Background: an optimization exercise with open tools, aiming at small area and a short achievable clock period. Do not read the settings as production practice.
The RTL was checked by simulation tests, not by an equivalence proof against the original design.
The flow treats the clock pin as an ideal source. Dropping or thinning the clock tree relies on that and would not hold on a real chip.
No activity file was given, so power comes from the tool's default toggle rates.

garnet:
==> module vg_mul17, before the edit <==
module vg_mul17(input [9:0] z, output [7:0] p);
  logic [13:5] c;
  assign c[5] = z[4] & z[0];
  assign c[6] = (z[5] & z[1]) | (c[5] & (z[5] | z[1]));
  genvar i;
  for (i = 6; i <= 9; i++) begin : f
    vg_fa fa (.a(z[i]), .b(z[i-4]), .c(c[i]), .s(p[i-6]), .co(c[i+1]));
  end
  for (i = 10; i <= 12; i++) begin : h
    vg_ha ha (.a(z[i-4]), .b(c[i]), .s(p[i-6]), .co(c[i+1]));
  end
  assign p[7] = z[9] ^ c[13];
endmodule
==> module vg_pix, before the edit <==
module vg_pix(
  input  [10:0] a,
  input  [7:0]  y,
  output [10:0] zl,
  output [10:0] zm,
  output [7:0]  dl,
  output [7:0]  dm,
  output [7:0]  dr
);
  genvar i;
  logic [10:2] k;
  assign zl[0] = a[0];
  vg_ha zlh (.a(y[0]), .b(a[1]), .s(zl[1]), .co(k[2]));
  for (i = 2; i <= 8; i++) begin : zlf
    vg_fa fa (.a(y[i-1]), .b(a[i]), .c(k[i]), .s(zl[i]), .co(k[i+1]));
  end
  logic k10;
  vg_ha zlh9 (.a(a[9]), .b(k[9]), .s(zl[9]), .co(k10));
  assign zl[10] = a[10] ^ k10;
  logic [10:0] na;
  assign na = ~a;
  logic [10:1] j;
  assign zm[0] = a[0];
  assign j[1]  = na[0];
  for (i = 1; i <= 8; i++) begin : zmf
    vg_fa fa (.a(y[i-1]), .b(na[i]), .c(j[i]), .s(zm[i]), .co(j[i+1]));
  end
  logic j10;
  vg_ha zmh9 (.a(na[9]), .b(j[9]), .s(zm[9]), .co(j10));
  assign zm[10] = na[10] ^ j10;
  logic [7:0] l, m;
  vg_mul17 ml17 (.z(zl[9:0]), .p(l));
  vg_mul17 mm17 (.z(zm[9:0]), .p(m));
  logic [6:2] ln, mn;
  assign ln = ~{l[6:4] | {3{zl[10]}}, l[3:2] & ~{2{zl[10]}}};
  assign mn = ~{m[6:4] | {3{zm[10]}}, m[3:2] & ~{2{zm[10]}}};
  assign dl = {l[7], ln, l[1:0]};
  assign dm = {m[7], mn, m[1:0]};
  logic [7:1] q;
  logic [7:3] qn;
  logic [7:0] s;
  logic [6:2] rp;
  vg_ha sh (.a(dl[0]), .b(dm[0]), .s(s[0]), .co(q[1]));
  vg_fa sf1 (.a(dl[1]), .b(dm[1]), .c(q[1]), .s(s[1]), .co(q[2]));
  logic q2n;
  assign q2n = ~q[2];
  vg_fa sf2 (.a(ln[2]), .b(mn[2]), .c(q2n), .s(rp[2]), .co(qn[3]));
  for (i = 3; i <= 6; i++) begin : sf
    vg_fa fa (.a(ln[i]), .b(mn[i]), .c(qn[i]), .s(rp[i]), .co(qn[i+1]));
  end
  assign q[7] = ~qn[7];
  logic q8;
  vg_fa sf7 (.a(dl[7]), .b(dm[7]), .c(q[7]), .s(s[7]), .co(q8));
  assign dr = {s[7], rp, s[1:0]};
endmodule
==> module vg_inc, before the edit <==
module vg_inc(
  input  [10:0] ac,
  input  [9:0]  yc,
  input         u_wrap,
  output [10:0] ai,
  output [9:0]  yi
);
  genvar i;
  logic [10:2] c;
  assign ai[0] = ~ac[0];
  assign ai[1] = ~(ac[1] ^ ac[0]);
  assign c[2]  = ac[1] | ac[0];
  for (i = 2; i <= 9; i++) begin : ah
    vg_ha ha (.a(ac[i]), .b(c[i]), .s(ai[i]), .co(c[i+1]));
  end
  assign ai[10] = ac[10] ^ c[10];
  logic [10:1] d;
  vg_ha yh0 (.a(yc[0]), .b(u_wrap), .s(yi[0]), .co(d[1]));
  for (i = 1; i <= 8; i++) begin : yh
    vg_ha ha (.a(yc[i]), .b(d[i]), .s(yi[i]), .co(d[i+1]));
  end
  assign yi[9] = yc[9] ^ d[9];
endmodule
==> module videogen, before the edit <==
module videogen(
  input clk,
  input resetn,
  output logic [23:0] data,
  output logic hsync,
  output logic vsync,
  output logic data_en
);
  logic [10:0] ac, ai;
  logic [9:0]  yc, yi;
  logic        hf;
  logic [10:0] zl, zm;
  logic [7:0]  dl, dm, dr;
  logic        u_wrap, w2, hf_n, intri, hs_n, vs_n, de_n;
  vg_pix pix (.a(ac), .y(yc[7:0]), .zl(zl), .zm(zm), .dl(dl), .dm(dm), .dr(dr));
  vg_inc inc (.ac(ac), .yc(yc), .u_wrap(u_wrap), .ai(ai), .yi(yi));
  vg_ctl ctl (.ac(ac), .yc(yc), .hf(hf), .hsync(hsync), .zl(zl), .zm(zm),
              .u_wrap(u_wrap), .w2(w2), .hf_n(hf_n), .intri(intri),
              .hs_n(hs_n), .vs_n(vs_n), .de_n(de_n));
  logic en;
  assign en = resetn & intri;
  localparam logic [23:0] POL = {8'b1000_0011, 8'b0111_1100, 8'b0111_1100};
  always_ff @(posedge clk) begin
    if (!resetn) begin
      ac <= 11'd1091;   
      yc <= 10'd136;    
      hf <= 1'b1;
    end else begin
      ac <= u_wrap ? 11'd1088 : ai;   
      yc <= w2 ? 10'd136 : yi;
      hf <= hf_n;
    end
  end
  always_ff @(posedge clk) begin
    data    <= {24{en}} & ({dr, dm, dl} ^ POL);
    hsync   <= resetn & hs_n;
    vsync   <= resetn & vs_n;
    data_en <= !resetn | de_n;
  end
endmodule
export LEC_CHECK = 0
export CAP_MARGIN = 20
export CORE_MARGIN = 2
export CORE_UTILIZATION = 40
export SLEW_MARGIN = 20
export SYNTH_HIERARCHICAL = 1
export SYNTH_MINIMUM_KEEP_SIZE = 0
create_clock -name core_clock -period 40.0 [get_ports {clk}]
standard.sh (not shown) runs the stock make flow with config.mk's settings and CLKGATE_MAP_FILE= SYNTH_SCRIPT=/design/flow/synth_recipe.tcl, a recipe that flattens the netlist after the stock synthesis.
==> flow/flow/run.sh <==
#!/bin/bash
# The standard layout with four changes in how it is made:
#  - after the standard synthesis, combinational cells are swapped for the
#    smallest drive strength of the same function (flow/downsize.tcl);
#  - plain buf_1 cells as the port buffers instead of the delay buffers ORFS
#    picks by default;
#  - clock tree synthesis without dummy loads;
#  - the clock tree's root buffer is removed, so the clock port feeds the
#    leaf buffers directly (flow/post_cts.tcl).
# Each tool's output goes to a log of its own here; ORFS's step logs stay
# under orfs/logs.
set -euo pipefail
bash standard.sh synth > flow_synth.log 2>&1
RESULTS=$PWD/orfs/results/$FLOW_PLATFORM/videogen/base \
  openroad -no_init -exit flow/downsize.tcl > flow_downsize.log 2>&1
bash standard.sh \
  "BUFFER_PORTS_ARGS=-buffer_cell sky130_fd_sc_hd__buf_1" \
  "CTS_ARGS=-sink_clustering_enable -repair_clock_nets -dont_use_dummy_load" \
  "POST_CTS_TCL=$PWD/flow/post_cts.tcl" \
  finish > flow_make.log 2>&1
Other scripts of this flow, unchanged in this note and not shown: flow/flow/downsize.tcl, flow/flow/post_cts.tcl
Inputs modified between garnet and sierra:
-- flow/design.v --
<<< garnet, line 18
    vg_ha ha (.a(z[i-4]), .b(c[i]), .s(p[i-6]), .co(c[i+1]));
  end
  assign p[7] = z[9] ^ c[13];
endmodule
module vg_pix(
>>> sierra, line 18
    vg_ha ha (.a(z[i-4]), .b(c[i]), .s(p[i-6]), .co(c[i+1]));
  end
  assign p[7] = ~(z[9] ^ c[13]);
endmodule
module vg_pix(
<<< garnet, line 50
  vg_ha zmh9 (.a(na[9]), .b(j[9]), .s(zm[9]), .co(j10));
  assign zm[10] = na[10] ^ j10;
  logic [7:0] l, m;
  vg_mul17 ml17 (.z(zl[9:0]), .p(l));
  vg_mul17 mm17 (.z(zm[9:0]), .p(m));
>>> sierra, line 50
  vg_ha zmh9 (.a(na[9]), .b(j[9]), .s(zm[9]), .co(j10));
  assign zm[10] = na[10] ^ j10;
  logic [7:0] l, m;    
  vg_mul17 ml17 (.z(zl[9:0]), .p(l));
  vg_mul17 mm17 (.z(zm[9:0]), .p(m));
<<< garnet, line 58
  assign dl = {l[7], ln, l[1:0]};
  assign dm = {m[7], mn, m[1:0]};
  logic [7:1] q;
  logic [7:3] qn;
  logic [7:0] s;
  logic [6:2] rp;
  vg_ha sh (.a(dl[0]), .b(dm[0]), .s(s[0]), .co(q[1]));
  vg_fa sf1 (.a(dl[1]), .b(dm[1]), .c(q[1]), .s(s[1]), .co(q[2]));
  logic q2n;
  assign q2n = ~q[2];
  vg_fa sf2 (.a(ln[2]), .b(mn[2]), .c(q2n), .s(rp[2]), .co(qn[3]));
  for (i = 3; i <= 6; i++) begin : sf
    vg_fa fa (.a(ln[i]), .b(mn[i]), .c(qn[i]), .s(rp[i]), .co(qn[i+1]));
  end
  assign q[7] = ~qn[7];
  logic q8;
  vg_fa sf7 (.a(dl[7]), .b(dm[7]), .c(q[7]), .s(s[7]), .co(q8));
  assign dr = {s[7], rp, s[1:0]};
endmodule
module vg_inc(
>>> sierra, line 58
  assign dl = {l[7], ln, l[1:0]};
  assign dm = {m[7], mn, m[1:0]};
  logic [2:1] q;
  logic [8:3] qn;
  logic [1:0] s;
  logic [7:2] rp;
  vg_ha sh (.a(dl[0]), .b(dm[0]), .s(s[0]), .co(q[1]));
  vg_fa sf1 (.a(dl[1]), .b(dm[1]), .c(q[1]), .s(s[1]), .co(q[2]));
  logic q2n;
  assign q2n = ~q[2];
  vg_fa sf2 (.a(dl[2]), .b(dm[2]), .c(q2n), .s(rp[2]), .co(qn[3]));
  for (i = 3; i <= 7; i++) begin : sf
    vg_fa fa (.a(dl[i]), .b(dm[i]), .c(qn[i]), .s(rp[i]), .co(qn[i+1]));
  end
  assign dr = {rp, s[1:0]};
endmodule
module vg_inc(
<<< garnet, line 79
  input  [9:0]  yc,
  input         u_wrap,
  output [10:0] ai,
  output [9:0]  yi
);
  genvar i;
  logic [10:2] c;
  assign ai[0] = ~ac[0];
  assign ai[1] = ~(ac[1] ^ ac[0]);
  assign c[2]  = ac[1] | ac[0];
  for (i = 2; i <= 9; i++) begin : ah
>>> sierra, line 76
  input  [9:0]  yc,
  input         u_wrap,
  output [10:2] ai,
  output [9:0]  yi
);
  genvar i;
  logic [10:2] c;
  assign c[2]  = ac[1] | ac[0];
  for (i = 2; i <= 9; i++) begin : ah
<<< garnet, line 139
  output logic data_en
);
  logic [10:0] ac, ai;
  logic [9:0]  yc, yi;
  logic        hf;
>>> sierra, line 134
  output logic data_en
);
  logic [10:0] ac;
  logic [10:2] ai;
  logic [9:0]  yc, yi;
  logic        hf;
<<< garnet, line 152
  logic en;
  assign en = resetn & intri;
  localparam logic [23:0] POL = {8'b1000_0011, 8'b0111_1100, 8'b0111_1100};
  always_ff @(posedge clk) begin
    if (!resetn) begin
>>> sierra, line 148
  logic en;
  assign en = resetn & intri;
  localparam logic [23:0] POL = {8'b0000_0011, 8'b1111_1100, 8'b1111_1100};
  always_ff @(posedge clk) begin
    if (!resetn) begin
<<< garnet, line 159
      hf <= 1'b1;
    end else begin
      ac <= u_wrap ? 11'd1088 : ai;   
      yc <= w2 ? 10'd136 : yi;
      hf <= hf_n;
>>> sierra, line 155
      hf <= 1'b1;
    end else begin
      ac <= u_wrap ? 11'd1088 : {ai, ~(ac[1] ^ ac[0]), ~ac[0]};   
      yc <= w2 ? 10'd136 : yi;
      hf <= hf_n;
### Flow results
- Going from garnet to sierra, fraction of power consumed by the clock network now larger, maximum resistive drop on vdd has decreased.
- Looking at final area, sierra sits about 1.1% lower than garnet does.
- In the floorplan summary, sierra is listed with a die area less than that of garnet.
- Changes observed in sierra relative to garnet: final critical-path required period saw an increase; combinational fraction of design power saw little to no change; power density over cell area +1.9%.

-- port drivers added, routing unchanged --
The results above use ideal ports. As a check the final layouts listed here were re-extracted and re-timed, cells and wires unchanged. Step 1: set_driving_cell puts a clkbuf_16 on clk and a buf_2 on each other input, an assumption about the parent block. Step 2, shift: input delay + t, output delay - t, t = (earliest + latest rising clock arrival at the registers) / 2. This alone moves slack from input paths to output paths. a / b / c = no drivers / after step 1 / after step 2; a / b = the first two.
run	shift t [ns]	setup slack, ns	latest minus earliest clock arrival (ns)
garnet	0.190	31.307 / 31.292 / 31.148	0.013 / 0.013
sierra	0.196	30.863 / 30.888 / 30.692	0.018 / 0.017
After both steps setup and hold are still met in every run listed. The setup slack of sierra, which loses most, moves by +0.025 ns with the drivers and by -0.171 ns with both steps.
